Source: an optimization exercise on an open RTL-to-GDS flow (aim: small area, a short achievable clock period and few clock cycles per item). Production flows keep margins and buffers that such runs may drop. Only simulation tests tie the RTL to the original design; equivalence was not proved. No activity file was given, so power comes from the tool's default toggle rates.

==> design.v <==
function [5:0] clz(input [63:0] x);
    integer i;
    reg found;
    begin
        clz = 6'd0;
        found = 1'b0;
        for (i = 63; i >= 0; i = i - 1) begin
            if (!found && x[i] == 1'b1)   begin
                clz = 6'd63 - i[5:0];
                found = 1'b1;
            end
        end
    end
endfunction
module qselect (
    input           [3:0]   b,
    input   signed  [5:0]   p,
    output          [2:0]   q
);
    wire b_1000 = (b == 4'b1000);
    wire b_1001 = (b == 4'b1001);
    wire b_1010 = (b == 4'b1010);
    wire b_1011 = (b == 4'b1011);
    wire b_1100 = (b == 4'b1100);
    wire b_1101 = (b == 4'b1101);
    wire b_1110 = (b == 4'b1110);
    wire b_1111 = (b == 4'b1111);
    wire p_ge_neg22 = p >= -22;
    wire p_ge_neg20 = p >= -20;
    wire p_ge_neg19 = p >= -19;
    wire p_ge_neg18 = p >= -18;
    wire p_ge_neg16 = p >= -16;
    wire p_ge_neg15 = p >= -15;
    wire p_ge_neg14 = p >= -14;
    wire p_ge_neg12 = p >= -12;
    wire p_ge_neg11 = p >= -11;
    wire p_ge_neg10 = p >= -10;
    wire p_ge_neg9 = p >= -9;
    wire p_ge_neg8 = p >= -8;
    wire p_ge_neg7 = p >= -7;
    wire p_ge_neg6 = p >= -6;
    wire p_ge_neg5 = p >= -5;
    wire p_ge_neg4 = p >= -4;
    wire p_ge_neg3 = p >= -3;
    wire p_ge_neg2 = p >= -2;
    wire p_ge_1 = p >= 1;
    wire p_ge_2 = p >= 2;
    wire p_ge_3 = p >= 3;
    wire p_ge_4 = p >= 4;
    wire p_ge_5 = p >= 5;
    wire p_ge_6 = p >= 6;
    wire p_ge_7 = p >= 7;
    wire p_ge_8 = p >= 8;
    wire p_ge_9 = p >= 9;
    wire p_ge_10 = p >= 10;
    wire p_ge_11 = p >= 11;
    wire p_ge_12 = p >= 12;
    wire p_ge_13 = p >= 13;
    wire p_ge_14 = p >= 14;
    wire p_ge_15 = p >= 15;
    wire p_ge_16 = p >= 16;
    wire p_ge_17 = p >= 17;
    wire p_ge_18 = p >= 18;
    wire p_ge_19 = p >= 19;
    wire p_ge_20 = p >= 20;
    wire p_ge_21 = p >= 21;
    wire p_ge_22 = p >= 22;
    wire p_1000_q_neg2 = (b_1000 & p_ge_neg12 & ~p_ge_neg6);
    wire p_1000_q_neg1 = (b_1000 & p_ge_neg6 & ~p_ge_neg2);
    wire p_1000_q_0 = (b_1000 & p_ge_neg2 & ~p_ge_2);
    wire p_1000_q_1 = (b_1000 & p_ge_2 & ~p_ge_6);
    wire p_1000_q_2 = (b_1000 & p_ge_6 & ~p_ge_12);
    wire p_1001_q_neg2 = (b_1001 & p_ge_neg14 & ~p_ge_neg7);
    wire p_1001_q_neg1 = (b_1001 & p_ge_neg7 & ~p_ge_neg2);
    wire p_1001_q_0 = (b_1001 & p_ge_neg3 & ~p_ge_3);
    wire p_1001_q_1 = (b_1001 & p_ge_2 & ~p_ge_7);
    wire p_1001_q_2 = (b_1001 & p_ge_7 & ~p_ge_14);
    wire p_1010_q_neg2 = (b_1010 & p_ge_neg15 & ~p_ge_neg8);
    wire p_1010_q_neg1 = (b_1010 & p_ge_neg8 & ~p_ge_neg2);
    wire p_1010_q_0 = (b_1010 & p_ge_neg3 & ~p_ge_3);
    wire p_1010_q_1 = (b_1010 & p_ge_2 & ~p_ge_8);
    wire p_1010_q_2 = (b_1010 & p_ge_8 & ~p_ge_15);
    wire p_1011_q_neg2 = (b_1011 & p_ge_neg16 & ~p_ge_neg8);
    wire p_1011_q_neg1 = (b_1011 & p_ge_neg9 & ~p_ge_neg2);
    wire p_1011_q_0 = (b_1011 & p_ge_neg3 & ~p_ge_3);
    wire p_1011_q_1 = (b_1011 & p_ge_2 & ~p_ge_9);
    wire p_1011_q_2 = (b_1011 & p_ge_8 & ~p_ge_16);
    wire p_1100_q_neg2 = (b_1100 & p_ge_neg18 & ~p_ge_neg9);
    wire p_1100_q_neg1 = (b_1100 & p_ge_neg10 & ~p_ge_neg3);
    wire p_1100_q_0 = (b_1100 & p_ge_neg4 & ~p_ge_4);
    wire p_1100_q_1 = (b_1100 & p_ge_3 & ~p_ge_10);
    wire p_1100_q_2 = (b_1100 & p_ge_9 & ~p_ge_18);
    wire p_1101_q_neg2 = (b_1101 & p_ge_neg19 & ~p_ge_neg10);
    wire p_1101_q_neg1 = (b_1101 & p_ge_neg10 & ~p_ge_neg3);
    wire p_1101_q_0 = (b_1101 & p_ge_neg4 & ~p_ge_4);
    wire p_1101_q_1 = (b_1101 & p_ge_3 & ~p_ge_10);
    wire p_1101_q_2 = (b_1101 & p_ge_10 & ~p_ge_19);
    wire p_1110_q_neg2 = (b_1110 & p_ge_neg20 & ~p_ge_neg10);
    wire p_1110_q_neg1 = (b_1110 & p_ge_neg11 & ~p_ge_neg3);
    wire p_1110_q_0 = (b_1110 & p_ge_neg4 & ~p_ge_4);
    wire p_1110_q_1 = (b_1110 & p_ge_3 & ~p_ge_11);
    wire p_1110_q_2 = (b_1110 & p_ge_10 & ~p_ge_20);
    wire p_1111_q_neg2 = (b_1111 & p_ge_neg22 & ~p_ge_neg11);
    wire p_1111_q_neg1 = (b_1111 & p_ge_neg12 & ~p_ge_neg3);
    wire p_1111_q_0 = (b_1111 & p_ge_neg5 & ~p_ge_5);
    wire p_1111_q_1 = (b_1111 & p_ge_3 & ~p_ge_12);
    wire p_1111_q_2 = (b_1111 & p_ge_11 & ~p_ge_22);
    wire q_neg2 = p_1000_q_neg2 | p_1001_q_neg2 | p_1010_q_neg2 | p_1011_q_neg2 | 
                p_1100_q_neg2 | p_1101_q_neg2 | p_1110_q_neg2 | p_1111_q_neg2;
    wire q_neg1 = p_1000_q_neg1 | p_1001_q_neg1 | p_1010_q_neg1 | p_1011_q_neg1 | 
                p_1100_q_neg1 | p_1101_q_neg1 | p_1110_q_neg1 | p_1111_q_neg1;
    wire q_0 = p_1000_q_0 | p_1001_q_0 | p_1010_q_0 | p_1011_q_0 | 
                p_1100_q_0 | p_1101_q_0 | p_1110_q_0 | p_1111_q_0;
    wire q_1 = p_1000_q_1 | p_1001_q_1 | p_1010_q_1 | p_1011_q_1 | 
                p_1100_q_1 | p_1101_q_1 | p_1110_q_1 | p_1111_q_1;
    wire q_2 = p_1000_q_2 | p_1001_q_2 | p_1010_q_2 | p_1011_q_2 | 
                p_1100_q_2 | p_1101_q_2 | p_1110_q_2 | p_1111_q_2;
    assign q = q_neg2? -2:
        q_neg1? -1:
        q_0? 0:
        q_1? 1:
        2;
endmodule
module SRT4_div(
    input               clock,
    input               reset,
    input               start,
    input               is_signed,
    input       [63:0]  a,
    input       [63:0]  b,
    output  reg         ready,
    output  reg         error,
    output      [63:0]  q,
    output      [63:0]  r
);
    reg [130:0] PA;
    reg [63:0] B;
    wire [63:0] abs_a = (is_signed & a[63])? ~a + 1 : a,
        abs_b = (is_signed & b[63])? ~b + 1 : b;
    reg [63:0] q_pos_acc, q_neg_acc;
    reg [5:0] cnt;   
    localparam DivFree = 2'd0, DivByZero = 2'd1, DivOn = 2'd2, DivEnd = 2'd3;
    reg [1:0] state;
    reg [1:0] next_state;
    wire signed [2:0] qi;
    qselect qsc(
        .b(B[63:60]),
        .p(PA[130:125]),
        .q(qi)
    );
    always @(*)   begin
        next_state = DivFree;
        case (state)
            DivFree:    begin
                if (start & (cnt == 32))  begin
                    next_state = (b == 0)? DivByZero : DivOn;
                end
                else    begin
                    next_state = DivFree;
                end
            end
            DivByZero:  begin
                next_state = DivFree;
            end
            DivOn:      begin
                next_state = (cnt == 0)? DivEnd: DivOn;
            end
            DivEnd:     begin
                next_state = DivFree;
            end
        endcase
    end
    always @(posedge clock) begin
        if (reset)
            state <= DivFree;
        else
            state <= next_state;
    end
    wire [130:0] B_1 = {1'b0, B, 66'b0};
    wire [130:0] B_2 = {B, 67'b0};
    wire [130:0] B_neg1 = ~B_1 + 1;
    wire [130:0] B_neg2 = B_neg1 << 1;
    always @(posedge clock) begin
        ready <= 1'b0;
        error <= 1'b0;
        case (state)
            DivFree:    begin    
                q_pos_acc <= 0;
                q_neg_acc <= 0;
                if (next_state == DivOn)    begin
                    cnt <= 32;
                    B <= (abs_b << clz(abs_b));
                    PA <= ({67'd0, abs_a}) << clz(abs_b);
                end
            end
            DivByZero:  begin
                ready <= 1'b1;
                error <= 1'b1;
            end
            DivOn:      begin
                case (qi)
                    -2: PA <= (PA << 2) - B_neg2;
                    -1: PA <= (PA << 2) - B_neg1;
                    0:  PA <= (PA << 2);
                    1:  PA <= (PA << 2) - B_1;
                    2:  PA <= (PA << 2) - B_2;
                    default:;
                endcase
                case (qi)
                    -2: q_neg_acc <= q_neg_acc + (64'd2 << ({cnt, 1'b0}));
                    -1: q_neg_acc <= q_neg_acc + (64'd1 << ({cnt, 1'b0}));
                    1:  q_pos_acc <= q_pos_acc + (64'd1 << ({cnt, 1'b0}));
                    2:  q_pos_acc <= q_pos_acc + (64'd2 << ({cnt, 1'b0}));
                    default:;
                endcase
                cnt <= cnt - 1;
            end
            DivEnd:     begin
                ready <= 1'b1;
                cnt <= 6'd32;
                if (PA[130])  begin
                    PA <= (PA + {1'b0, B, 66'b0}) >> clz(abs_b);
                    q_neg_acc <= q_neg_acc + 1;
                end
                else    begin
                    PA <= PA >> clz(abs_b);
                end
            end
        endcase
        if (reset)  begin
            ready <= 1'b0;
            error <= 1'b0;
            cnt <= 6'd32;
        end
    end
    reg [63:0] q_pos_temp, q_neg_temp, r_temp;
    always @*   begin
        q_pos_temp = q_pos_acc;
        q_neg_temp = q_neg_acc;
        r_temp = PA[129:66];
        if (ready)  begin
            if (is_signed)  begin
                case ({a[63], b[63]})
                    2'b00:;          
                    2'b01:  begin    
                        q_neg_temp = q_pos_acc;
                        q_pos_temp = q_neg_acc;
                    end
                    2'b10:  begin    
                        q_neg_temp = q_pos_acc;
                        q_pos_temp = q_neg_acc;
                        r_temp = ~r_temp + 1;
                    end
                    2'b11:  begin    
                        r_temp = ~r_temp + 1;
                    end
                endcase
            end
        end
    end
    assign q = q_pos_temp - q_neg_temp;
    assign r = r_temp;
endmodule
==> run.sh <==
#!/bin/bash
# synth_recipe.tcl (not shown) runs the flow's synth.tcl, then flattens the netlist and writes it again
# the make line also repeats each setting of config.mk as NAME=value (left out here)
make -C /OpenROAD-flow-scripts/flow DESIGN_CONFIG=/design/flow/config.mk WORK_HOME=/design/flow/orfs CLKGATE_MAP_FILE= SYNTH_SCRIPT=/design/flow/synth_recipe.tcl finish
==> config.mk <==
export PLATFORM = sky130hd
export DESIGN_NAME = SRT4_div
export DESIGN_NICKNAME = SRT4_div
export VERILOG_FILES = /design/flow/design.v
export SDC_FILE = /design/flow/constraint.sdc
export NUM_CORES = 4
export LEC_CHECK = 0
export CAP_MARGIN = 20
export CORE_MARGIN = 2
export CORE_UTILIZATION = 40
export PLACE_DENSITY = 0.6
export SLEW_MARGIN = 20
==> constraint.sdc <==
create_clock -name core_clock -period 11.0 [get_ports {clock}]
set_input_delay 2.2000 -clock core_clock [delete_from_list [all_inputs] [get_ports {clock}]]
set_output_delay 2.2000 -clock core_clock [all_outputs]
set_load 0.01 [all_outputs]
==> impl_metrics.env, run 1 <==
export IMPL_slew_headroom=0.1620
export IMPL_root_buffer="clkbuf_16"
export IMPL_top_usage_layer="met2"
export IMPL_path_class="in2out"
export IMPL_place_ws_ns=-0.8387
export IMPL_grt_max_degree=87
export IMPL_fmax_ghz=0.09344
export IMPL_maxSlewViolCount=0
export IMPL_synth_edf_count=323
export IMPL_fin_cells=11231
export IMPL_grt_pass1_vias=65715
export IMPL_yosys_warnings=1
export IMPL_power_mw=24.84
export IMPL_grt_pass1_wl_um=426200
export IMPL_combinationalPowerShare=0.805
export IMPL_rows=147
export IMPL_synth_seq_cells=333
export IMPL_drv_cap=0
export IMPL_yosysMostFrequentCell="nor2_1"
export IMPL_seq_area_frac_synth=0.1534
export IMPL_endpoint_kind="primary output"
export IMPL_final_cell_area_um2=72830
export IMPL_antenna_found_initial=27
export IMPL_synth_cells=8843
export IMPL_synth_nets=9441
export IMPL_post_route_period_util=0.9729
export IMPL_arrival_ns=8.50
export IMPL_synth_top_cell_area_share=0.1503
export IMPL_critPathLaunchType="input port"
export IMPL_gr_usage_all_layers=0.3390
export IMPL_insertion_delay_ns=0.69
export IMPL_clock_skew_ns=0.04673
export IMPL_syn_to_final_growth_pct=12.84
export IMPL_grt_util_met2=0.5329
export IMPL_gp_congestion=1.075
export IMPL_synth_largest_area_cell="edfxtp_1"
export IMPL_async_reset_ff_frac=0
export IMPL_fillerInstances=16492
export IMPL_p_int_mw=10.89
export IMPL_hold_slack_ns=0.5491
export IMPL_via_count=71115
export IMPL_synth_area_leaders="edfxtp_1 15%, mux2i_1 9.5%, ha_1 8.9%"
export IMPL_grt_util_met1=0.4453
export IMPL_grt_ovfl_total=0
export IMPL_cp_max_fo=6
export IMPL_hold_viol_final=0
export IMPL_status="no timing/DRC/antenna violations"
export IMPL_die_width_um=405.7
export IMPL_critical_path_max_stage_delay_ns=0.59
export IMPL_setup_viol=0
export IMPL_fin_ws_ns=0.2982
export IMPL_drive_above_1_share=0.07791
export IMPL_ant_nets=0
export IMPL_dieArea_um2=164600
export IMPL_critPathRequiredTime_ns=8.80
export IMPL_hold_class="reg2reg"
export IMPL_p_leak_nw=29.85
export IMPL_ys_top_cells_by_count="1006 x nor2_1, 980 x nand2_1, 712 x a21oi_1"
export IMPL_initial_utilization=0.4024
export IMPL_fin_util=0.4541
export IMPL_clk_pin_slew_ns=0.06
export IMPL_first_pass_iters=7
export IMPL_path_common_cell="buf_4"
export IMPL_core_area_um2=160400
export IMPL_cts_num_sinks=333
export IMPL_cts_tree="yes"
export IMPL_drt_iter0_drc=7573
export IMPL_drt_wl_total_um=292300
export IMPL_worst_pin_slew_ns=1.257
export IMPL_ys_flop_type="edfxtp_1"
export IMPL_drc_errors=0
export IMPL_port_buffers=261
export IMPL_p_per_area_nw_per_um2=341.1
export IMPL_ir_drop_mv=0.2280
export IMPL_p_seq_frac=0.129
export IMPL_p_sw_frac=0.5617
export IMPL_htreeDepth=2
export IMPL_io_pins=262
export IMPL_dpl_cell_area_um2=70850
export IMPL_nets=9623
export IMPL_tns_ns=0
export IMPL_die_height_um=405.7
export IMPL_syn_avg_cell_area_um2=7.299
export IMPL_cp_slowest_cell="clkdlybuf4s50_1"
export IMPL_p_switching_mw=13.95
export IMPL_multi_input_area_um2=51960
export IMPL_cts_made_buffers=45
export IMPL_dp_cells=11120
export IMPL_pwr_share_clk=0.065
export IMPL_wl_per_cell_um=26.03
export IMPL_grtUsageMet3=0.06046
export IMPL_period_needed_ns=10.70
export IMPL_clockBufferDepth=3
export IMPL_dpl_hpwl_um=233000
export IMPL_ys_types=110
export IMPL_routed_via_density=6.332
export IMPL_syn_cell_area_um2=64540
export IMPL_seqCellArea_um2=9901
worst paths after layout:
| path | slack, ns | startpoint | cells past startpoint | endpoint |
|---|---|---|---|---|
| worst min register to register | 0.55 | cnt[5]$_SDFFE_PP1P_ | 1 | cnt[5]$_SDFFE_PP1P_ |
| worst max register to register | 0.84 | PA[125]$_DFFE_PP_ | 34 | q_pos_acc[63]$_SDFFCE_PN0P_ |
| worst max-delay path | 0.30 | is_signed | 32 | q[54] |
| worst min-delay path | 0.55 | cnt[5]$_SDFFE_PP1P_ | 1 | cnt[5]$_SDFFE_PP1P_ |
layout by cell type, fill, tap and decap left out, types with 199 or more instances in the layout:
master	n
inv_1	280
nor3_1	219
ha_1	459
o21ai_0	570
xor2_1	250
a21oi_1	707
xnor2_1	405
nor2_1	996
a21o_1	199
edfxtp_1	323
nand2_1	977
buf_4	331
clkdlybuf4s50_1	253
mux2i_1	611
metal layers:
layer	wire length (um)	share of wire	vias up
met5	214	0.00073	-
met4	16440	0.056	26
met3	24320	0.083	642
met2	128200	0.44	3359
met1	123200	0.42	34033
li1	-	-	33055
repair_timing:
action,in CTS,in global routing
pin swaps,15,16
hold buffers,0,0
cloned,1,0
endpoints found under the setup margin,11,12
setup buffers,11,5
resized for setup,35,28
layout make-up:
cell class | instances | area share
Antenna cell | 9 | 0.0003092
Clock buffer | 49 | 0.01567
Clock inverter | 35 | 0.005532
Inverter | 284 | 0.01467
Multi-Input combinational cell | 7743 | 0.7135
Sequential cell | 333 | 0.1359
Tap cell | 2160 | 0.03711
Timing Repair Buffer | 618 | 0.07732
worst max-delay path: cells and delay by family:
kind / cells / cell delay (ns)
AO/OA/AOI/OAI: 12 / 2.10
XOR/XNOR: 1 / 0.12
adder cells (fa/ha/maj): 1 / 0.20
buffers and inverters: 9 / 2.03
multiplexers: 1 / 0.19
AND/OR/NAND/NOR: 8 / 1.62
state kept, by name (all words and copies together) (netlist names):
register,flops
ready,1
error,1
state,2
q_neg_acc,64
PA,131
B,64
q_pos_acc,64
cnt,6
power by group through the flow:
stage	clock, mW	combinational, mW	sequential [mW]
after detailed placement	0	19.3	3.21
after global placement	0	19.2	3.20
after CTS	1.63	19.5	3.19
final	1.62	20.0	3.21
after floorplan	0	12.7	2.86
after global routing	1.68	21.4	3.27
logic make-up after synthesis:
kind of cell,Yosys count,synth area share
simple gates,3174,0.2276
compound gates,2677,0.2680
buf+inv,767,0.04879
mux,727,0.1156
xor+xnor,656,0.08913
fa+ha+maj,509,0.09758
flops,333,0.1534
Testbench counts, summed over its fixed seeds: cycles 432,000, divs 12,000.
==> inputs of run 2 (changes only) <==
==> design.v (replaced) <==
module lzc64 (
    input  [63:0] x,
    output [6:0]  n
);
    wire [31:0] v1;
    wire [31:0] c1;
    genvar i;
    generate
        for (i = 0; i < 32; i = i + 1) begin : l1
            assign v1[i] = x[2*i+1] | x[2*i];
            assign c1[i] = ~x[2*i+1];
        end
    endgenerate
    wire [15:0] v2;
    wire [31:0] c2;
    generate
        for (i = 0; i < 16; i = i + 1) begin : l2
            assign v2[i] = v1[2*i+1] | v1[2*i];
            assign c2[2*i+1:2*i] = v1[2*i+1] ? {1'b0, c1[2*i+1]} : {1'b1, c1[2*i]};
        end
    endgenerate
    wire [7:0] v3;
    wire [23:0] c3;
    generate
        for (i = 0; i < 8; i = i + 1) begin : l3
            assign v3[i] = v2[2*i+1] | v2[2*i];
            assign c3[3*i+2:3*i] = v2[2*i+1] ? {1'b0, c2[4*i+3:4*i+2]} : {1'b1, c2[4*i+1:4*i]};
        end
    endgenerate
    wire [3:0] v4;
    wire [15:0] c4;
    generate
        for (i = 0; i < 4; i = i + 1) begin : l4
            assign v4[i] = v3[2*i+1] | v3[2*i];
            assign c4[4*i+3:4*i] = v3[2*i+1] ? {1'b0, c3[6*i+5:6*i+3]} : {1'b1, c3[6*i+2:6*i]};
        end
    endgenerate
    wire [1:0] v5;
    wire [9:0] c5;
    generate
        for (i = 0; i < 2; i = i + 1) begin : l5
            assign v5[i] = v4[2*i+1] | v4[2*i];
            assign c5[5*i+4:5*i] = v4[2*i+1] ? {1'b0, c4[8*i+7:8*i+4]} : {1'b1, c4[8*i+3:8*i]};
        end
    endgenerate
    assign n = v5[1] ? {2'b00, c5[9:5]} :
               v5[0] ? {2'b01, c5[4:0]} : 7'd64;
endmodule
module SRT4_div(
    input               clock,
    input               reset,
    input               start,
    input               is_signed,
    input       [63:0]  a,
    input       [63:0]  b,
    output              ready,
    output              error,
    output      [63:0]  q,
    output      [63:0]  r
);
    wire sa_in = is_signed & a[63];
    wire sb_in = is_signed & b[63];
    wire [6:0] ca_in, cb_in;
    lzc64 lza (.x(a ^ {64{sa_in}}), .n(ca_in));
    lzc64 lzb (.x(b ^ {64{sb_in}}), .n(cb_in));
    reg        st_norm, st_iter, st_done;
    wire       st_idle = ~(st_norm | st_iter | st_done);
    reg [6:0]  CA, CB;
    reg        SA, SB;
    reg        err;
    reg [5:0]  cnt;
    reg [64:0] R;      
    reg [64:0] D;      
    reg [63:0] Q;      
    wire [7:0] k = {1'b0, CB} - {1'b0, CA} + {7'd0, SA & ~SB};
    wire kneg = k[7];
    wire bz = CB[6] & ~SB;   
    wire last = (cnt == 6'd0);
    wire        sub = (SA == SB);
    wire [64:0] Y = sub ? ~D : D;
    wire [64:0] T = R + Y + {64'd0, sub};
    wire [64:0] P = R ^ Y;
    wire [64:0] K = {R[63:0] | Y[63:0], sub};
    wire        tz = &(P ~^ K);
    wire        acc = SA ? (T[64] | tz) : ~T[64];
    wire [62:0] nq = ~Q[62:0] + 63'd1;
    always @(posedge clock) begin
        CA <= ca_in;
        CB <= cb_in;
        SA <= sa_in;
        SB <= sb_in;
        if (reset) begin
            st_norm <= 1'b0;
            st_iter <= 1'b0;
            st_done <= 1'b0;
        end else begin
            st_norm <= st_idle & start;
            st_iter <= (st_norm & ~kneg & ~bz) | (st_iter & ~last);
            st_done <= (st_norm & (kneg | bz)) | (st_iter & last);
        end
        if (st_norm) begin
            err <= bz;
            cnt <= k[5:0];
            D <= {SB, b} << k[5:0];
        end else begin
            cnt <= cnt - 6'd1;
            D <= {D[64], D[64:1]};
        end
        if (st_idle)
            R <= {sa_in, a};
        else if (st_iter & acc)
            R <= T;
        if (st_idle)
            Q <= 64'd0;
        else if (st_iter) begin
            if (last & (SA ^ SB))
                Q <= acc ? {~Q[62:0], 1'b1} : {nq, 1'b0};
            else
                Q <= {Q[62:0], acc};
        end
    end
    assign ready = st_done;
    assign error = err;
    assign q = Q;
    assign r = R[63:0];
endmodule
==> run 2 against run 1 <==
  * Via count down 66%
  * Cell area down 63%
  * Clock-buffer cell count down 11
  * Power down 67%
  * Register-to-register slack better by 3.4 ns
  * Critical endpoint is now R[13]$_DFFE_PP_
  * Largest cell class unchanged
  * Largest power group unchanged
==> impl_metrics.env, run 2 <==
export IMPL_yosys_warnings=1
export IMPL_gp_congestion=0.9342
export IMPL_die_width_um=245.7
export IMPL_wl_per_cell_um=21.72
export IMPL_drt_iter0_drc=2162
export IMPL_rows=88
export IMPL_ys_flop_type="dfxtp_1"
export IMPL_post_route_period_util=0.6180
export IMPL_cts_made_buffers=28
export IMPL_initial_utilization=0.4050
export IMPL_via_count=24272
export IMPL_ant_nets=0
export IMPL_dpl_hpwl_um=68580
export IMPL_hold_path_end="D[57]$_DFF_P_"
export IMPL_period_needed_ns=6.798
export IMPL_final_cell_mix="377 x nand2_1, 261 x clkdlybuf4s50_1, 248 x nor2_1"
export IMPL_cts_tree="yes"
export IMPL_clock_skew_ns=0.04187
export IMPL_port_buffers=261
export IMPL_cts_num_sinks=220
export IMPL_syn_to_final_growth_pct=15.34
export IMPL_syn_cell_area_um2=23370
export IMPL_hold_slack_ns=0.4947
export IMPL_fmax_ghz=0.1471
export IMPL_cp_max_fo=65
export IMPL_r2r_end="R[13]$_DFFE_PP_"
export IMPL_r2r_start="SA$_DFF_P_"
export IMPL_hold_class="reg2reg"
export IMPL_first_pass_iters=6
export IMPL_root_buffer="clkbuf_16"
export IMPL_grt_pass1_vias=22565
export IMPL_arrival_ns=6.99
export IMPL_async_reset_ff_frac=0
export IMPL_ys_top_cells_by_count="378 x nand2_1, 250 x nor2_1, 241 x a21oi_1"
export IMPL_core_area_um2=57700
export IMPL_synth_seq_cells=220
export IMPL_reg_top3="D x65, R x65, Q x64"
export IMPL_rrSetupSlack_ns=4.20
export IMPL_grt_max_degree=87
export IMPL_p_per_area_nw_per_um2=305.4
export IMPL_synth_area_leaders="dfxtp_1 13%, edfxtp_1 8.6%, ha_1 7.7%"
export IMPL_setup_viol=0
export IMPL_ctsResizeCount=0
export IMPL_drt_wl_total_um=88350
export IMPL_rsz0062_at_grt="no"
export IMPL_maxSlewViolCount=0
export IMPL_status="no timing/DRC/antenna violations"
export IMPL_worst_pin_slew_ns=1.052
export IMPL_yosysMostFrequentCell="nand2_1"
export IMPL_routed_via_density=5.968
export IMPL_hold_viol_final=0
export IMPL_synth_largest_area_cell="dfxtp_1"
export IMPL_seq_area_frac_synth=0.2172
export IMPL_insertion_delay_ns=0.60
export IMPL_tns_ns=0
export IMPL_clockBufferDepth=3
export IMPL_io_pins=262
export IMPL_nets=3556
export IMPL_synth_cells=3241
export IMPL_dieArea_um2=60360
export IMPL_drv_cap=0
export IMPL_cts_hold_fix_buffers=0
export IMPL_path_class="reg2reg"
export IMPL_ys_types=79
export IMPL_grt_pass1_wl_um=133900
export IMPL_final_common_cell="nand2_1"
export IMPL_drive_above_1_share=0.05150
export IMPL_clk_pin_slew_ns=0.06
export IMPL_endpoint_kind="register"
export IMPL_slew_headroom=0.2988
export IMPL_post_cts_buffers=0
export IMPL_synth_edf_count=67
export IMPL_r2r_cells=16
export IMPL_gr_usage_all_layers=0.2812
export IMPL_whs_path_depth=2
export IMPL_syn_avg_cell_area_um2=7.210
export IMPL_hp_start="D[58]$_DFF_P_"
export IMPL_synth_nets=3518
export IMPL_grt_ovfl_total=0
export IMPL_p_leak_nw=11.18
export IMPL_critPathLaunchType="register"
export IMPL_critPathRequiredTime_ns=11.19
export IMPL_die_height_um=245.7
export IMPL_htreeDepth=1
export IMPL_antenna_found_initial=1
export IMPL_synth_top_cell_area_share=0.1311
export IMPL_drc_errors=0
export IMPL_fin_util=0.4671
export IMPL_ir_drop_mv=0.1570
export IMPL_crit_path_start="SA$_DFF_P_"
-- run 2: changes by cell type after synthesis, sizes merged, moves of 152 or more --
cell | previous run | this run
o21ai | 620 | 215
nor2 | 1006 | 250
a21oi | 714 | 241
ha | 461 | 143
edfxtp | 323 | 67
xnor2 | 406 | 82
mux2i | 612 | 85
a21o | 199 | 47
nand2 | 980 | 378
-- run 2: through the flow --
| step | worst slack (ns) | cells | cell area, um^2 | total power [mW] |
|---|---|---|---|---|
| global route | 3.984 | 4067 | 26950 | 8.788 |
| detailed placement | 4.336 | 4014 | 26030 | 7.183 |
| global placement | 4.194 | 4014 | 26030 | 7.185 |
| finish | 4.202 | 4067 | 26950 | 8.230 |
| CTS | 4.304 | 4066 | 26950 | 8.160 |
| floorplan | 1.166 | 3241 | 23370 | 5.363 |
-- run 2: how the worst max path moves through the flow --
stage	end	slack [ns]	depth (start not counted)
detailed placement	R[26]$_DFFE_PP_	4.34	16
floorplan	R[0]$_DFFE_PP_	1.17	19
finish	R[13]$_DFFE_PP_	4.20	16
global route	R[8]$_DFFE_PP_	3.98	16
CTS	R[24]$_DFFE_PP_	4.30	16
global placement	CA[1]$_DFF_P_	4.19	13
-- run 2: worst max-delay path: stages (launching register included) --
cell and delay (ns):
dfxtp_1 0.55, ha_4 0.34, buf_4 0.78, xor2_1 0.25, inv_1 0.07, ha_1 0.39, xor2_1 0.45, nand4_1 0.16
nor4_1 0.39, nand3_1 0.20, o41ai_1 0.80, o21ai_0 0.34, o2111ai_2 0.16, buf_4 0.33, nor2_1 0.14, o21ai_4 0.12
buf_4 0.70
-- run 2: cell type report --
class | instances | area (um^2)
Fill cell | 5855 | 30740
Multi-Input combinational cell | 2499 | 16240
Sequential cell | 220 | 5080
Timing Repair Buffer | 296 | 2875
Tap cell | 765 | 957.2
Inverter | 234 | 878.3
Clock buffer | 38 | 788.3
Clock inverter | 14 | 127.6
Antenna cell | 1 | 2.502
-- run 2: logic make-up (layout without fill, tap and decap cells) --
| kind of cell | after synthesis | count (layout) | share of synthesized area |
|---|---|---|---|
| buffers and inverters | 522 | 582 | 0.09414 |
| AO/OA/AOI/OAI | 847 | 847 | 0.2270 |
| other | 0 | 1 | 0 |
| AND/OR/NAND/NOR | 1172 | 1172 | 0.2407 |
| multiplexers | 124 | 124 | 0.06356 |
| adder cells (fa/ha/maj) | 145 | 145 | 0.07829 |
| flip-flops | 220 | 220 | 0.2172 |
| XOR/XNOR | 211 | 211 | 0.07909 |
-- run 2: routing by layer --
layer	global-route usage	routed length [um]	vias up
li1	-	-	11576
met1	0.4068	41010	11685
met2	0.4519	39970	906
met3	0.02161	5287	105
met4	0.06667	2074	0
met5	0	0	-
-- run 2: power breakdown --
part / leakage [nW] / total, mW / internal [mW] / switching (mW)
clock: 0.462 / 0.937 / 0.529 / 0.409
sequential: 1.93 / 1.46 / 1.14 / 0.320
combinational: 8.79 / 5.84 / 2.15 / 3.69
Testbench counts of run 2, summed over its fixed seeds: cycles 176,512, divs 12,000.
==> inputs of run 3 (changes only) <==
--- a/design.v
+++ b/design.v
@@ -77,7 +77,7 @@
     wire bz = CB[6] & ~SB;   
     wire last = (cnt == 6'd0);
     wire        sub = (SA == SB);
-    wire [64:0] Y = sub ? ~D : D;
+    wire [64:0] Y = D;
     wire [64:0] T = R + Y + {64'd0, sub};
     wire [64:0] P = R ^ Y;
     wire [64:0] K = {R[63:0] | Y[63:0], sub};
@@ -101,7 +101,7 @@
         if (st_norm) begin
             err <= bz;
             cnt <= k[5:0];
-            D <= {SB, b} << k[5:0];
+            D <= ({SB, b} << k[5:0]) ^ {65{sub}};
         end else begin
             cnt <= cnt - 6'd1;
             D <= {D[64], D[64:1]};
--- a/config.mk
+++ b/config.mk
@@ -9,4 +9,5 @@
 export CORE_MARGIN = 2
 export CORE_UTILIZATION = 40
 export PLACE_DENSITY = 0.6
+export SETUP_SLACK_MARGIN = 5
 export SLEW_MARGIN = 20
==> run 3 against run 2 <==
  * Sequential share of layout area rose by 0.34 points
  * Synthesized area fell by 1.5%
  * Cell area fell by 1.8%
  * Cell count fell by 3.6%
  * Sequential power barely moved
  * Critical endpoint is now CA[0]$_DFF_P_
  * Highest routed layer unchanged
==> impl_metrics.env, run 3 <==
export IMPL_p_int_mw=3.796
export IMPL_cts_tree="yes"
export IMPL_clockBufferDepth=3
export IMPL_p_switching_mw=4.189
export IMPL_grt_max_degree=104
export IMPL_first_pass_iters=5
export IMPL_initial_utilization=0.4066
export IMPL_combinationalPowerShare=0.699
export IMPL_dpl_cell_area_um2=25570
export IMPL_syn_to_final_growth_pct=14.98
export IMPL_dieArea_um2=59480
export IMPL_syn_avg_cell_area_um2=7.418
export IMPL_pwr_share_clk=0.115
export IMPL_critPathLaunchType="input port"
export IMPL_drt_wl_total_um=84920
export IMPL_root_buffer="clkbuf_16"
export IMPL_synth_edf_count=67
export IMPL_slew_headroom=0.2944
export IMPL_dpl_hpwl_um=67320
export IMPL_ir_drop_mv=0.2078
export IMPL_grt_pass1_vias=21532
export IMPL_path_cells="clkdlybuf4s50_1 > nand2_2 > clkinv_1 > buf_4 > nand2_1 > o21ai_0 > o311ai_0 > a32oi_1 > nor2_1 > o21ai_0 > a21oi_1 > a211oi_1 > a211oi_1"
export IMPL_status="no timing/DRC/antenna violations"
export IMPL_synth_nets=3382
export IMPL_die_height_um=243.9
export IMPL_hp_start="cnt[0]$_DFF_P_"
export IMPL_hold_class="reg2reg"
export IMPL_ctsResizeCount=0
export IMPL_cts_hold_fix_buffers=0
export IMPL_grt_pass1_wl_um=128600
export IMPL_final_common_cell="nand2_1"
export IMPL_synth_top_cell_area_share=0.1331
export IMPL_arrival_ns=6.11
export IMPL_synth_seq_cells=220
export IMPL_reg_top3="D x65, R x65, Q x64"
export IMPL_yosysMostFrequentCell="nand2_1"
export IMPL_insertion_delay_ns=0.59
export IMPL_fmax_ghz=0.1761
export IMPL_port_buffers=261
export IMPL_synth_largest_area_cell="dfxtp_1"
export IMPL_r2r_start="SA$_DFF_P_"
export IMPL_via_count=23101
export IMPL_period_needed_ns=5.678
export IMPL_gp_congestion=0.9579
export IMPL_cp_slowest_cell="clkdlybuf4s50_1"
export IMPL_ys_top_cells_by_count="352 x nand2_1, 278 x nor2_1, 265 x a21oi_1"
export IMPL_drive_above_1_share=0.05183
export IMPL_post_cts_buffers=0
export IMPL_rows=87
export IMPL_path_class="in2reg"
export IMPL_worst_pin_slew_ns=1.058
export IMPL_wl_per_cell_um=21.65
export IMPL_io_pins=262
export IMPL_clk_pin_slew_ns=0.06
export IMPL_critPathTopFamily="compound AO/OA/AOI/OAI gates"
export IMPL_final_cell_mix="349 x nand2_1, 277 x nor2_1, 265 x a21oi_1"
export IMPL_seq_area_frac_synth=0.2205
export IMPL_ys_types=87
export IMPL_drt_iter0_drc=2038
export IMPL_htreeDepth=1
export IMPL_crit_path_start="is_signed"
export IMPL_routed_via_density=5.890
export IMPL_antenna_found_initial=4
export IMPL_critical_path_max_stage_delay_ns=0.89
export IMPL_critPathBufInv=3
export IMPL_async_reset_ff_frac=0
export IMPL_synth_area_leaders="dfxtp_1 13%, edfxtp_1 8.7%, ha_1 7.8%"
export IMPL_cts_made_buffers=27
export IMPL_p_per_area_nw_per_um2=301.7
export IMPL_cp_max_fo=60
export IMPL_post_route_period_util=0.5162
export IMPL_drv_cap=0
export IMPL_final_cell_area_um2=26460
export IMPL_p_leak_nw=10.48
export IMPL_endpoint_kind="register"
export IMPL_critPathRequiredTime_ns=11.43
export IMPL_drc_errors=0
export IMPL_p_sw_frac=0.5246
export IMPL_die_width_um=243.9
export IMPL_clock_skew_ns=0.03068
export IMPL_ys_flop_type="dfxtp_1"
export IMPL_power_mw=7.985
export IMPL_nets=3422
export IMPL_synth_cells=3103
export IMPL_p_seq_frac=0.185
export IMPL_yosys_warnings=1
export IMPL_hold_slack_ns=0.4693
export IMPL_ant_nets=0
export IMPL_syn_cell_area_um2=23020
export IMPL_maxSlewViolCount=0
export IMPL_cts_num_sinks=220
export IMPL_hold_viol_final=0
export IMPL_tns_ns=0
export IMPL_rsz0062_at_grt="no"
export IMPL_setup_viol=0
export IMPL_grt_ovfl_total=0
export IMPL_gr_usage_all_layers=0.2731
export IMPL_core_area_um2=56600
[run 3: logic make-up after synthesis]
| family | share of synthesized area |
|---|---|
| compound gates | 0.2238 |
| xor+xnor | 0.08638 |
| fa+ha+maj | 0.08089 |
| buf+inv | 0.09192 |
| flops | 0.2205 |
| mux | 0.08404 |
| simple gates | 0.2125 |
[run 3: through the flow]
| step | setup WS [ns] | instances | utilization |
|---|---|---|---|
| detailed placement | 4.703 | 3870 | 0.4517 |
| floorplan | 5.223 | 3103 | - |
| finish | 5.322 | 3922 | 0.4675 |
| global placement | 4.725 | 3868 | 0.4507 |
| global route | 5.095 | 3922 | 0.4675 |
| CTS | 5.260 | 3920 | 0.4674 |
[run 3: power by group through the flow]
stage,Sequential [mW],Combinational (mW),Clock [mW]
CTS,1.47,5.49,0.932
finish,1.48,5.58,0.921
floorplan,1.31,4.00,0
detailed placement,1.49,5.46,0
global placement,1.48,5.42,0
global route,1.50,6.05,0.968
[run 3: final timing paths]
| path | depth (start not counted) | slack (ns) | endpoint |
|---|---|---|---|
| max reg2reg | 16 | 5.38 | R[27]$_DFFE_PP_ |
| min reg2reg | 1 | 0.47 | cnt[0]$_DFF_P_ |
| max | 13 | 5.32 | CA[0]$_DFF_P_ |
| min | 1 | 0.47 | cnt[0]$_DFF_P_ |
[run 3: area by class of cell]
| class | count | area, um^2 |
|---|---|---|
| inverters | 195 | 732.0 |
| flip-flops and latches | 220 | 5079 |
| fillers | 5676 | 30140 |
| clock inverters | 12 | 120.1 |
| repair buffers | 288 | 2855 |
| clock buffers | 38 | 768.2 |
| well taps | 756 | 945.9 |
| diodes | 2 | 5.005 |
| multi-input cells | 2411 | 15960 |
[run 3: routing by layer]
metal | track usage | vias to the layer above | share of wire
met3 | 0.04274 | 135 | 0.075
met2 | 0.4337 | 921 | 0.45
li1 | - | 11001 | -
met5 | 0 | - | 0
met4 | 0.08608 | 0 | 0.031
met1 | 0.3785 | 11044 | 0.45
Testbench counts of run 3, summed over its fixed seeds: cycles 176,512, divs 12,000.
==> inputs of run 4 (changes only) <==
--- a/design.v
+++ b/design.v
@@ -63,12 +63,14 @@
     wire [6:0] ca_in, cb_in;
     lzc64 lza (.x(a ^ {64{sa_in}}), .n(ca_in));
     lzc64 lzb (.x(b ^ {64{sb_in}}), .n(cb_in));
-    reg        st_norm, st_iter, st_done;
-    wire       st_idle = ~(st_norm | st_iter | st_done);
+    reg        st_norm, st_iter, st_corr, st_done;
+    wire       st_idle = ~(st_norm | st_iter | st_corr | st_done);
     reg [6:0]  CA, CB;
     reg        SA, SB;
     reg        err;
     reg [5:0]  cnt;
+    reg        first;
+    reg        OPS;    
     reg [64:0] R;      
     reg [64:0] D;      
     reg [63:0] Q;      
@@ -76,48 +78,48 @@
     wire kneg = k[7];
     wire bz = CB[6] & ~SB;   
     wire last = (cnt == 6'd0);
-    wire        sub = (SA == SB);
-    wire [64:0] Y = D;
-    wire [64:0] T = R + Y + {64'd0, sub};
+    wire ops0 = (SA == SB);
+    wire [64:0] Y = D ^ {65{OPS}};
+    wire [64:0] T = R + Y + {64'd0, OPS};
     wire [64:0] P = R ^ Y;
-    wire [64:0] K = {R[63:0] | Y[63:0], sub};
+    wire [64:0] K = {R[63:0] | Y[63:0], OPS};
     wire        tz = &(P ~^ K);
-    wire        acc = SA ? (T[64] | tz) : ~T[64];
-    wire [62:0] nq = ~Q[62:0] + 63'd1;
+    wire        sT = tz ? SA : T[64];
+    wire        need = (sT != SA);
     always @(posedge clock) begin
         CA <= ca_in;
         CB <= cb_in;
         SA <= sa_in;
         SB <= sb_in;
+        err <= bz;
         if (reset) begin
             st_norm <= 1'b0;
             st_iter <= 1'b0;
+            st_corr <= 1'b0;
             st_done <= 1'b0;
         end else begin
             st_norm <= st_idle & start;
             st_iter <= (st_norm & ~kneg & ~bz) | (st_iter & ~last);
-            st_done <= (st_norm & (kneg | bz)) | (st_iter & last);
+            st_corr <= st_iter & last & need;
+            st_done <= (st_norm & (kneg | bz)) | (st_iter & last & ~need) | st_corr;
         end
-        if (st_norm) begin
-            err <= bz;
-            cnt <= k[5:0];
-            D <= ({SB, b} << k[5:0]) ^ {65{sub}};
-        end else begin
-            cnt <= cnt - 6'd1;
+        first <= st_norm;
+        cnt <= st_norm ? k[5:0] : cnt - 6'd1;
+        OPS <= st_norm ? ops0 : (sT == SB);
+        if (st_iter | st_corr)
+            R <= T;
+        else
+            R <= {sa_in, a};
+        if (st_norm)
+            D <= {SB, b} << k[5:0];
+        else if (st_iter & ~last)
             D <= {D[64], D[64:1]};
-        end
-        if (st_idle)
-            R <= {sa_in, a};
-        else if (st_iter & acc)
-            R <= T;
-        if (st_idle)
-            Q <= 64'd0;
-        else if (st_iter) begin
-            if (last & (SA ^ SB))
-                Q <= acc ? {~Q[62:0], 1'b1} : {nq, 1'b0};
-            else
-                Q <= {Q[62:0], acc};
-        end
+        if (st_iter)
+            Q <= {Q[62:1], first ? ~OPS : OPS, 1'b1};
+        else if (st_corr)
+            Q <= OPS ? {Q[63:1] + 63'd1, 1'b0} : {Q[63:1], 1'b0};
+        else
+            Q <= kneg ? 64'd0 : {{63{~ops0}}, 1'b1};
     end
     assign ready = st_done;
     assign error = err;
==> flow/run.sh (new file) <==
#!/bin/bash
# Standard layout, with repair_timing aiming 7 ns below the 11 ns clock so the
# resizer sizes up the divider's critical paths. Make's output goes to flow.log.
set -euo pipefail
bash standard.sh SETUP_SLACK_MARGIN=7 finish > flow.log 2>&1
==> standard.sh (new file) <==
#!/bin/bash
# synth_recipe.tcl (not shown) runs the flow's synth.tcl, then flattens the netlist and writes it again
# the make line also repeats each setting of config.mk as NAME=value (left out here)
make -C /OpenROAD-flow-scripts/flow DESIGN_CONFIG=/design/flow/config.mk WORK_HOME=/design/flow/orfs CLKGATE_MAP_FILE= SYNTH_SCRIPT=/design/flow/synth_recipe.tcl "${@:-finish}"
--- a/config.mk
+++ b/config.mk
@@ -9,5 +9,4 @@
 export CORE_MARGIN = 2
 export CORE_UTILIZATION = 40
 export PLACE_DENSITY = 0.6
-export SETUP_SLACK_MARGIN = 5
 export SLEW_MARGIN = 20
removed: run.sh
==> run 4 against run 3 <==
  * Still clean on timing, DRC and antenna
  * Worst hold slack lost 0.052 ns
  * Synthesized cell count shrank 1.1%
  * Non-clock buffer count grew 30
  * First-iteration DRC count shrank 5.8%
  * Critical path type unchanged
==> impl_metrics.env, run 4 <==
export IMPL_synth_seq_cells=223
export IMPL_grt_util_met1=0.3882
export IMPL_nets=3430
export IMPL_reg_top3="D x65, R x65, Q x64"
export IMPL_cts_hold_fix_buffers=0
export IMPL_path_cells="dlygate4sd2_1 > or4_1 > mux2i_2 > inv_1 > o32ai_2 > nand2_1 > a21oi_1 > a21oi_1 > o211ai_1 > o211a_1"
export IMPL_ys_top_cells_by_count="343 x nand2_1, 264 x a21oi_1, 238 x inv_1"
export IMPL_core_area_um2=58690
export IMPL_drt_iter0_drc=1920
export IMPL_gr_usage_all_layers=0.2745
export IMPL_final_common_cell="nand2_1"
export IMPL_combinationalPowerShare=0.695
export IMPL_grt_ovfl_total=0
export IMPL_ys_types=91
export IMPL_critical_path_max_stage_delay_ns=0.56
export IMPL_ys_flop_type="edfxtp_1"
export IMPL_first_pass_iters=6
export IMPL_critPathTopFamily="compound AO/OA/AOI/OAI gates"
export IMPL_yosys_warnings=1
export IMPL_grtUsageMet3=0.03256
export IMPL_synth_cells=3070
export IMPL_clockBufferDepth=3
export IMPL_drive_above_1_share=0.1179
export IMPL_period_needed_ns=3.989
export IMPL_drt_wl_total_um=87620
export IMPL_routed_via_density=5.873
export IMPL_die_width_um=247.1
export IMPL_drc_errors=0
export IMPL_cts_tree="yes"
export IMPL_fmax_ghz=0.2507
export IMPL_cp_max_fo=10
export IMPL_post_route_period_util=0.3626
export IMPL_p_leak_nw=11.85
export IMPL_insertion_delay_ns=0.59
export IMPL_grt_max_degree=75
export IMPL_p_switching_mw=3.797
export IMPL_port_buffers=261
export IMPL_via_count=23175
export IMPL_syn_to_final_growth_pct=21.05
export IMPL_worst_pin_slew_ns=0.8974
export IMPL_gp_congestion=0.9855
export IMPL_initial_utilization=0.4029
export IMPL_rsz0062_at_grt="yes"
export IMPL_dpl_hpwl_um=67400
export IMPL_p_per_area_nw_per_um2=259.7
export IMPL_wl_per_cell_um=22.20
export IMPL_cts_made_buffers=28
export IMPL_endpoint_kind="register"
export IMPL_grt_pass1_wl_um=130500
export IMPL_synth_edf_count=128
export IMPL_critPathRequiredTime_ns=11.52
export IMPL_clk_pin_slew_ns=0.07
export IMPL_antenna_cells=0
export IMPL_antenna_found_initial=0
export IMPL_cts_num_sinks=223
export IMPL_synth_largest_area_cell="edfxtp_1"
export IMPL_root_buffer="clkbuf_16"
export IMPL_die_height_um=247.1
export IMPL_final_cell_mix="334 x nand2_1, 254 x a21oi_1, 237 x inv_1"
export IMPL_critPathBufInv=2
export IMPL_power_mw=7.433
export IMPL_path_common_cell="a21oi_1"
export IMPL_critPathLaunchType="input port"
export IMPL_hold_class="reg2reg"
export IMPL_pwr_share_clk=0.134
export IMPL_syn_avg_cell_area_um2=7.702
export IMPL_grt_pass1_vias=21622
export IMPL_maxSlewViolCount=0
export IMPL_hold_viol_final=0
export IMPL_arrival_ns=4.51
export IMPL_async_reset_ff_frac=0
export IMPL_setup_viol=0
export IMPL_synth_area_leaders="edfxtp_1 16%, dfxtp_1 8.0%, ha_1 7.7%"
export IMPL_grt_util_met2=0.4411
export IMPL_synth_top_cell_area_share=0.1626
export IMPL_status="no timing/DRC/antenna violations"
export IMPL_rrSetupSlack_ns=7.10
export IMPL_synth_nets=3349
export IMPL_p_int_mw=3.636
export IMPL_ant_nets=0
export IMPL_tns_ns=0
export IMPL_p_seq_frac=0.171
export IMPL_p_sw_frac=0.5108
export IMPL_slew_headroom=0.4017
export IMPL_top_usage_layer="met2"
export IMPL_clock_skew_ns=0.02656
export IMPL_syn_cell_area_um2=23650
export IMPL_path_class="in2reg"
export IMPL_htreeDepth=1
export IMPL_seq_area_frac_synth=0.2430
export IMPL_rows=89
export IMPL_ir_drop_mv=0.1501
export IMPL_yosysMostFrequentCell="nand2_1"
export IMPL_dieArea_um2=61070
export IMPL_cp_slowest_cell="or4_1"
export IMPL_drv_cap=0
export IMPL_io_pins=262
run 4: changes by cell type in the layout (fill, tap and decap cells not counted), moves of 38 or more:
cell / before / now
o21ai_1: 0 / 114
clkdlybuf4s50_1: 261 / 183
xor2_1: 36 / 146
edfxtp_1: 67 / 128
dlymetal6s2s_1: 0 / 38
nor2_1: 277 / 220
mux2i_1: 110 / 44
o21ai_0: 230 / 91
inv_1: 191 / 237
xnor2_1: 184 / 66
dfxtp_1: 152 / 90
run 4: worst register-to-register path, stage by stage, from the launching register on:
cell and delay, ns:
dfxtp_4 0.47, buf_16 0.20, xor2_1 0.35, inv_1 0.09, ha_2 0.36, a21oi_1 0.24
o21ai_0 0.21, a221oi_2 0.42, o22ai_1 0.20, o21ai_1 0.36, nand2_1 0.23, a21oi_1 0.24
xor2_1 0.28, a21oi_1 0.10
run 4: path summary, 6_finish.rpt:
check                            end          startpoint  cells past startpoint
hold / removal    st_norm$_SDFF_PP0_  st_done$_SDFF_PP0_                      1
setup reg to reg       R[46]$_DFF_P_         OPS$_DFF_P_                     13
hold reg to reg   st_norm$_SDFF_PP0_  st_done$_SDFF_PP0_                      1
setup / recovery       CB[0]$_DFF_P_               b[10]                     10
run 4: kinds of logic (layout without fill, tap and decap cells):
group                      Yosys count  in the layout  share of synthesized area
xor gates and xnor gates           242            242                    0.09043
adders and majority gates          147            147                    0.07842
buffers and inverters              509            612                    0.09292
muxes                              133            133                    0.08424
DFF                                223            223                     0.2430
AOI/OAI and AO/OA                  809            809                     0.2107
and+or+nand+nor                   1007           1007                     0.2003
run 4: timing repair:
item	CTS	global route
pin swaps	7	15
endpoints found under the setup margin	176	141
gates resized for setup	130	178
setup buffers	19	11
gates cloned	2	3
run 4: power by group through the flow:
stage / logic, mW / registers [mW] / clock network (mW)
global route: 5.55 / 1.29 / 1.04
floorplan: 3.25 / 1.20 / 0
finish: 5.17 / 1.27 / 0.994
global placement: 4.58 / 1.29 / 0
CTS: 4.82 / 1.27 / 1.01
detailed placement: 4.60 / 1.29 / 0
run 4: final cells by class:
type	count	area, um^2
multi-input cells	2338	16730
fillers	5700	30060
clock buffers	40	840.8
repair buffers	318	3263
clock inverters	12	131.4
well taps	773	967.2
flip-flops and latches	223	5759
inverters	242	932.1
run 4: per-layer routing:
metal | routed length [um] | vias to the layer above
li1 | - | 10985
met1 | 39690 | 11232
met2 | 39800 | 814
met3 | 5544 | 144
met4 | 2585 | 0
met5 | 0 | -
run 4: stage by stage:
| stage | hold slack, ns | instances | setup slack (ns) | area, um^2 | util |
|---|---|---|---|---|---|
| after detailed placement | 0.4085 | 3859 | 4.723 | 26280 | 0.4477 |
| after floorplan | 0.3822 | 3070 | 6.921 | 23730 | - |
| after CTS | 0.4192 | 3932 | 6.893 | 27780 | 0.4733 |
| final | 0.4173 | 3946 | 7.011 | 28620 | 0.4877 |
| after global placement | 0.4024 | 3859 | 4.907 | 26270 | 0.4477 |
| after global routing | 0.4325 | 3946 | 6.867 | 28620 | 0.4877 |
Testbench counts of run 4, summed over its fixed seeds: cycles 179,909, divs 12,000.
==> inputs of run 5 (changes only) <==
--- a/design.v
+++ b/design.v
@@ -67,9 +67,9 @@
     wire       st_idle = ~(st_norm | st_iter | st_corr | st_done);
     reg [6:0]  CA, CB;
     reg        SA, SB;
-    reg        err;
     reg [5:0]  cnt;
     reg        first;
+    reg        Z;      
     reg        OPS;    
     reg [64:0] R;      
     reg [64:0] D;      
@@ -79,19 +79,14 @@
     wire bz = CB[6] & ~SB;   
     wire last = (cnt == 6'd0);
     wire ops0 = (SA == SB);
-    wire [64:0] Y = D ^ {65{OPS}};
-    wire [64:0] T = R + Y + {64'd0, OPS};
-    wire [64:0] P = R ^ Y;
-    wire [64:0] K = {R[63:0] | Y[63:0], OPS};
-    wire        tz = &(P ~^ K);
-    wire        sT = tz ? SA : T[64];
-    wire        need = (sT != SA);
+    wire rz = ~|R;
+    wire [64:0] T = R + (D ^ {65{OPS}}) + {64'd0, OPS};
+    wire need = SA ? (~T[64] | Z | rz) : T[64];
     always @(posedge clock) begin
         CA <= ca_in;
         CB <= cb_in;
         SA <= sa_in;
         SB <= sb_in;
-        err <= bz;
         if (reset) begin
             st_norm <= 1'b0;
             st_iter <= 1'b0;
@@ -104,25 +99,31 @@
             st_done <= (st_norm & (kneg | bz)) | (st_iter & last & ~need) | st_corr;
         end
         first <= st_norm;
+        Z <= st_iter & (Z | rz);
         cnt <= st_norm ? k[5:0] : cnt - 6'd1;
-        OPS <= st_norm ? ops0 : (sT == SB);
-        if (st_iter | st_corr)
+        OPS <= st_norm ? ops0 : (T[64] == SB);
+        if (st_iter | (st_corr & ~rz))
             R <= T;
+        else if (st_corr)
+            R <= 65'd0;
         else
             R <= {sa_in, a};
         if (st_norm)
-            D <= {SB, b} << k[5:0];
-        else if (st_iter & ~last)
-            D <= {D[64], D[64:1]};
+            D <= D << k[5:0];
+        else if (st_iter) begin
+            if (~last)
+                D <= {D[64], D[64:1]};
+        end else if (~st_corr)
+            D <= {sb_in, b};
         if (st_iter)
             Q <= {Q[62:1], first ? ~OPS : OPS, 1'b1};
         else if (st_corr)
-            Q <= OPS ? {Q[63:1] + 63'd1, 1'b0} : {Q[63:1], 1'b0};
+            Q <= {(OPS & ~rz) ? Q[63:1] + 63'd1 : Q[63:1], rz};
         else
             Q <= kneg ? 64'd0 : {{63{~ops0}}, 1'b1};
     end
     assign ready = st_done;
-    assign error = err;
+    assign error = bz;
     assign q = Q;
     assign r = R[63:0];
 endmodule
==> run 5 against run 4 <==
  * Critical path type unchanged
  * Critical path depth fell by 2
  * Clock power fell by 3.9%
  * Clock-buffer cell count rose by 1
  * Cell count decreased by 7.7%
  * Sequential share of layout area increased by 1.5 points
  * Combinational power down 12%
  * Synthesized area fell by 7.7%
  * Register-to-register slack got worse by 0.04 ns
  * First-iteration DRC count up 1.9%
==> impl_metrics.env, run 5 <==
export IMPL_rsz0062_at_grt="yes"
export IMPL_root_buffer="clkbuf_16"
export IMPL_via_count=22178
export IMPL_insertion_delay_ns=0.57
export IMPL_ir_drop_mv=0.1401
export IMPL_yosysMostFrequentCell="nand2_1"
export IMPL_async_reset_ff_frac=0
export IMPL_synth_area_leaders="edfxtp_1 18%, dfxtp_1 8.7%, nand2_1 6.6%"
export IMPL_nets=3140
export IMPL_drc_errors=0
export IMPL_antenna_found_initial=1
export IMPL_syn_to_final_growth_pct=22.04
export IMPL_drt_iter0_drc=1956
export IMPL_gr_usage_all_layers=0.2786
export IMPL_die_height_um=237.6
export IMPL_hold_class="reg2reg"
export IMPL_cp_max_fo=7
export IMPL_ys_types=83
export IMPL_final_common_cell="nand2_1"
export IMPL_core_area_um2=53920
export IMPL_synth_nets=3013
export IMPL_clk_pin_slew_ns=0.06
export IMPL_routed_via_density=6.086
export IMPL_ys_top_cells_by_count="384 x nand2_1, 272 x o21ai_0, 203 x a21oi_1"
export IMPL_slew_headroom=0.3237
export IMPL_ant_nets=0
export IMPL_p_leak_nw=10.21
export IMPL_dieArea_um2=56430
export IMPL_cts_num_sinks=223
export IMPL_fmax_ghz=0.2537
export IMPL_grt_pass1_wl_um=124000
export IMPL_fillerInstances=5254
export IMPL_tns_ns=0
export IMPL_syn_cell_area_um2=21820
export IMPL_post_route_period_util=0.3584
export IMPL_final_cell_mix="375 x nand2_1, 251 x o21ai_0, 235 x clkdlybuf4s50_1"
export IMPL_reg_top3="D x65, R x65, Q x64"
export IMPL_drt_wl_total_um=82510
export IMPL_hold_viol_final=0
export IMPL_synth_top_cell_area_share=0.1762
export IMPL_critPathRequiredTime_ns=11.48
export IMPL_synth_edf_count=128
export IMPL_status="no timing/DRC/antenna violations"
export IMPL_maxSlewViolCount=0
export IMPL_wl_per_cell_um=22.64
export IMPL_setup_viol=0
export IMPL_clockBufferDepth=3
export IMPL_drive_above_1_share=0.1079
export IMPL_antenna_cells=0
export IMPL_synth_cells=2799
export IMPL_seq_area_frac_synth=0.2633
export IMPL_gp_congestion=0.9530
export IMPL_yosys_warnings=1
export IMPL_rows=85
export IMPL_initial_utilization=0.4047
export IMPL_grt_pass1_vias=20873
export IMPL_clock_skew_ns=0.01556
export IMPL_syn_avg_cell_area_um2=7.796
export IMPL_fin_ws_ns=7.058
export IMPL_htreeDepth=1
export IMPL_power_mw=6.875
export IMPL_path_class="in2reg"
export IMPL_multi_input_area_um2=15270
export IMPL_die_width_um=237.6
export IMPL_io_pins=262
export IMPL_grt_max_degree=103
export IMPL_synth_seq_cells=223
export IMPL_grt_ovfl_total=0
export IMPL_period_needed_ns=3.942
export IMPL_ys_flop_type="edfxtp_1"
export IMPL_dpl_hpwl_um=61300
export IMPL_worst_pin_slew_ns=1.015
export IMPL_arrival_ns=4.42
export IMPL_seqCellArea_um2=5763
export IMPL_drv_cap=0
export IMPL_synth_largest_area_cell="edfxtp_1"
export IMPL_cts_made_buffers=28
export IMPL_endpoint_kind="register"
export IMPL_cts_tree="yes"
export IMPL_first_pass_iters=6
export IMPL_place_ws_ns=5.410
export IMPL_port_buffers=261
export IMPL_hold_slack_ns=0.4138
export IMPL_critPathLaunchType="input port"
export IMPL_p_per_area_nw_per_um2=258.2
[run 5: cell types whose count changed in the layout (fill, tap and decap cells not counted), sizes merged, moves of 53 or more]
cell	change
inv	-150
o21ai	+67
xor2	-67
ha	-65
a21oi	-62
nor2	-56
mux2i	+53
[run 5: worst max-delay path, cell delays in order]
cell and delay [ns]:
clkdlybuf4s50_1 0.62, and3_1 0.20, a31oi_1 0.17, or2_4 0.30, or3_4 0.42, a31oi_1 0.17, a21oi_1 0.10, a211oi_1 0.24
[run 5: cell type report]
| type | count | area share |
|---|---|---|
| Timing Repair Buffer | 330 | 0.1266 |
| Inverter | 92 | 0.01424 |
| Clock buffer | 41 | 0.02965 |
| Sequential cell | 223 | 0.2164 |
| Multi-Input combinational cell | 2247 | 0.5733 |
| Clock inverter | 11 | 0.005450 |
| Tap cell | 696 | 0.03270 |
| Timing Repair inverter | 4 | 0.001598 |
[run 5: final timing paths]
kind                           start                  to  slack [ns]  cells after the start
setup / recovery               a[31]       CA[1]$_DFF_P_        7.06                      8
setup reg to reg          SB$_DFF_P_     D[51]$_DFFE_PP_        7.06                     16
hold reg to reg   st_done$_SDFF_PP0_  st_norm$_SDFF_PP0_        0.41                      1
hold / removal    st_done$_SDFF_PP0_  st_norm$_SDFF_PP0_        0.41                      1
[run 5: cells by family after synthesis]
logic type               Yosys count  synth area share
flip-flops                       223            0.2633
XOR/XNOR                         186           0.07466
buffers and inverters            330           0.06841
AND/OR/NAND/NOR                  978            0.2104
multiplexers                     169            0.1017
adder cells (fa/ha/maj)           82           0.04771
AO/OA/AOI/OAI                    831            0.2338
[run 5: what timing repair did]
action,in CTS,in global routing
endpoints found under the setup margin,168,124
setup buffers,18,23
hold buffers,0,0
gates resized for setup,84,129
gates cloned,6,3
pin swaps,6,20
[run 5: through the flow]
stage	util	instances	cell area [um^2]
after global placement	0.4543	3542	24500
after CTS	0.4824	3618	26010
after floorplan	-	2799	21880
after detailed placement	0.4543	3542	24500
after global routing	0.4939	3644	26630
final	0.4939	3644	26630
[run 5: metal layers]
metal / global-route usage / share of wire
met2: 0.4864 / 0.49
met5: 0 / 0
met4: 0.08634 / 0.033
met3: 0.03310 / 0.061
met1: 0.3590 / 0.42
[run 5: power by group]
part | switching (mW) | internal (mW) | leakage, nW
sequential | 0.282 | 1.08 | 2.24
clock | 0.388 | 0.567 | 0.451
combinational | 2.71 | 1.85 | 7.52
total | 3.38 | 3.49 | 10.2
Testbench counts of run 5, summed over its fixed seeds: cycles 179,963, divs 12,000.
==> inputs of run 6 (changes only) <==
--- a/design.v
+++ b/design.v
@@ -68,6 +68,7 @@
     reg [6:0]  CA, CB;
     reg        SA, SB;
     reg [5:0]  cnt;
+    reg        err;
     reg        first;
     reg        Z;      
     reg        OPS;    
@@ -87,6 +88,7 @@
         CB <= cb_in;
         SA <= sa_in;
         SB <= sb_in;
+        err <= bz;
         if (reset) begin
             st_norm <= 1'b0;
             st_iter <= 1'b0;
@@ -123,7 +125,7 @@
             Q <= kneg ? 64'd0 : {{63{~ops0}}, 1'b1};
     end
     assign ready = st_done;
-    assign error = bz;
+    assign error = err;
     assign q = Q;
     assign r = R[63:0];
 endmodule
==> flow/run.sh (replaced) <==
#!/bin/bash
# Standard layout, with repair_timing aiming 7 ns below the 11 ns clock so the
# resizer sizes up the divider's critical paths, and the ports buffered with
# the smallest buffer (the resizer still sizes them up where timing needs it).
# Make's output goes to flow.log; ORFS keeps each step's log under orfs/logs.
set -euo pipefail
bash standard.sh SETUP_SLACK_MARGIN=7 "BUFFER_PORTS_ARGS=-buffer_cell sky130_fd_sc_hd__buf_1" finish > flow.log 2>&1
==> run 6 against run 5 <==
  * Still clean
  * Sequential share of layout area increased by 1.6 points
  * Utilization decreased by 4.0 points
  * Clock skew increased by 0.014 ns
  * Critical path depth increased by 1
  * Global-route usage decreased by 0.35 points
  * Clock-buffer cell count increased by 6
  * Critical path type unchanged
  * Largest power group unchanged
==> impl_metrics.env, run 6 <==
export IMPL_wl_per_cell_um=22.60
export IMPL_tns_ns=0
export IMPL_clockBufferDepth=3
export IMPL_drv_cap=0
export IMPL_arrival_ns=4.40
export IMPL_nets=3119
export IMPL_grt_ovfl_total=0
export IMPL_grt_pass1_vias=20495
export IMPL_p_per_area_nw_per_um2=273.3
export IMPL_period_needed_ns=3.942
export IMPL_post_route_period_util=0.3584
export IMPL_synth_edf_count=128
export IMPL_hold_viol_final=0
export IMPL_ant_nets=0
export IMPL_maxSlewViolCount=0
export IMPL_rsz0062_at_grt="yes"
export IMPL_critPathRequiredTime_ns=11.45
export IMPL_syn_cell_area_um2=22070
export IMPL_status="no timing/DRC/antenna violations"
export IMPL_dieArea_um2=57080
export IMPL_hold_class="reg2reg"
export IMPL_ys_types=98
export IMPL_slew_headroom=0.3629
export IMPL_critical_path_max_stage_delay_ns=0.42
export IMPL_cts_tree="yes"
export IMPL_drt_iter0_drc=1979
export IMPL_syn_to_final_growth_pct=12.71
export IMPL_routed_via_density=6.098
export IMPL_io_pins=262
export IMPL_die_width_um=238.9
export IMPL_synth_nets=3002
export IMPL_initial_utilization=0.4023
export IMPL_clk_pin_slew_ns=0.06
export IMPL_final_cell_mix="341 x nand2_1, 258 x buf_1, 234 x o21ai_0"
export IMPL_path_cells="buf_1 > or3_4 > or3_1 > o21ai_0 > and2_1 > inv_1 > or3_4 > a221o_1 > and4_1"
export IMPL_synth_area_leaders="edfxtp_1 17%, dfxtp_1 8.7%, nand2_1 5.9%"
export IMPL_core_area_um2=54880
export IMPL_reg_top3="D x65, R x65, Q x64"
export IMPL_ir_drop_mv=0.1384
export IMPL_fillerInstances=5539
export IMPL_drc_errors=0
export IMPL_synth_largest_area_cell="edfxtp_1"
export IMPL_seq_area_frac_synth=0.2612
export IMPL_grt_max_degree=82
export IMPL_endpoint_kind="register"
export IMPL_fmax_ghz=0.2536
export IMPL_rows=86
export IMPL_htreeDepth=1
export IMPL_p_leak_nw=9.366
export IMPL_synth_cells=2788
export IMPL_setup_viol=0
export IMPL_syn_avg_cell_area_um2=7.918
export IMPL_synth_top_cell_area_share=0.1741
export IMPL_place_ws_ns=5.152
export IMPL_power_mw=6.799
export IMPL_fin_ws_ns=7.058
export IMPL_yosys_warnings=1
export IMPL_cp_slowest_cell="or3_4"
export IMPL_async_reset_ff_frac=0
export IMPL_first_pass_iters=6
export IMPL_gr_usage_all_layers=0.2751
export IMPL_via_count=22141
export IMPL_clock_skew_ns=0.02934
export IMPL_gp_congestion=0.9726
export IMPL_antenna_cells=0
export IMPL_cts_made_buffers=28
export IMPL_cp_max_fo=7
export IMPL_port_buffers=261
export IMPL_ys_flop_type="edfxtp_1"
export IMPL_drive_above_1_share=0.1028
export IMPL_critPathLaunchType="input port"
export IMPL_path_common_cell="or3_4"
export IMPL_hold_slack_ns=0.4213
export IMPL_path_class="in2reg"
export IMPL_worst_pin_slew_ns=0.9533
export IMPL_dpl_hpwl_um=61970
export IMPL_die_height_um=238.9
export IMPL_yosysMostFrequentCell="nand2_1"
export IMPL_ys_top_cells_by_count="345 x nand2_1, 249 x o21ai_0, 229 x a21oi_1"
export IMPL_synth_seq_cells=224
export IMPL_antenna_found_initial=1
export IMPL_root_buffer="clkbuf_16"
export IMPL_drt_wl_total_um=82070
export IMPL_grt_pass1_wl_um=123100
export IMPL_insertion_delay_ns=0.59
export IMPL_final_common_cell="nand2_1"
export IMPL_cts_hold_fix_buffers=0
export IMPL_cts_num_sinks=224
-- run 6: cell types whose count changed after synthesis, moves of 10 or more --
| cell | change |
|---|---|
| nor2_1 | +13 |
| buf_1 | -10 |
| buf_2 | +15 |
| o21ai_0 | -23 |
| a21oi_1 | +26 |
| a211oi_1 | +19 |
| nand2_1 | -39 |
| nand3_1 | -17 |
| nand4_1 | +11 |
| o211ai_1 | -36 |
| nor3_1 | -10 |
-- run 6: report_power, final --
| part | switching [mW] | internal (mW) |
|---|---|---|
| combinational | 2.76 | 1.75 |
| sequential | 0.287 | 1.09 |
| clock | 0.387 | 0.528 |
-- run 6: cell type report --
class / count / area, um^2 / share of cell area
Multi-Input combinational cell: 2235 / 15330 / 0.6161
Sequential cell: 224 / 5781 / 0.2323
Timing Repair Buffer: 328 / 1624 / 0.06527
Tap cell: 704 / 880.8 / 0.03540
Clock buffer: 47 / 857.1 / 0.03445
Inverter: 88 / 369.1 / 0.01483
Clock inverter: 5 / 40.04 / 0.001609
-- run 6: final timing paths --
check                      from  slack [ns]            endpoint  cells after the start
max reg2reg          SB$_DFF_P_        7.08     D[49]$_DFFE_PP_                     16
min reg2reg  st_done$_SDFF_PP0_        0.42  st_norm$_SDFF_PP0_                      1
min          st_done$_SDFF_PP0_        0.42  st_norm$_SDFF_PP0_                      1
max                       b[43]        7.06       CB[0]$_DFF_P_                      9
-- run 6: critical path: cells and delay by family --
kind            cells  cell delay [ns]
compound gates      2             0.38
buf+inv             2             0.25
simple gates        5             1.55
-- run 6: cells by family after synthesis --
group                    count (synthesis)  share of synthesized area
AO/OA/AOI/OAI                          841                     0.2374
XOR/XNOR                               186                    0.07380
adder cells (fa/ha/maj)                 82                    0.04716
buffers and inverters                  331                    0.06915
flip-flops                             224                     0.2612
multiplexers                           177                     0.1046
AND/OR/NAND/NOR                        947                     0.2068
-- run 6: metal layers --
layer  vias up  GRT usage  wire length, um
met4         2     0.1038             3347
met3       169    0.03476             4835
li1      10488          -                -
met2       846     0.4695            39420
met5         -          0               13
met1     10636     0.3541            34450
-- run 6: timing repair --
| action | in CTS | in global routing |
|---|---|---|
| buffers inserted | 9 | 34 |
| pin swaps | 6 | 13 |
| resized for setup | 69 | 62 |
| endpoints found under the setup margin | 172 | 115 |
| cloned | 1 | 2 |
-- run 6: per-stage QoR --
stage | instance area [um^2] | instances | util
after floorplan | 22110 | 2788 | -
final | 24880 | 3631 | 0.4534
after detailed placement | 23070 | 3533 | 0.4204
after global routing | 24880 | 3631 | 0.4534
after CTS | 24320 | 3595 | 0.4432
after global placement | 23070 | 3533 | 0.4204
Testbench counts of run 6, summed over its fixed seeds: cycles 179,963, divs 12,000.

Setup slack of run 6, layout unchanged: 7.058 ns with ideal ports, 7.079 ns with driving cells assumed (clock clkbuf_16, inputs buf_2), 6.457 ns with port delays also shifted by the 0.634 ns mid clock arrival.
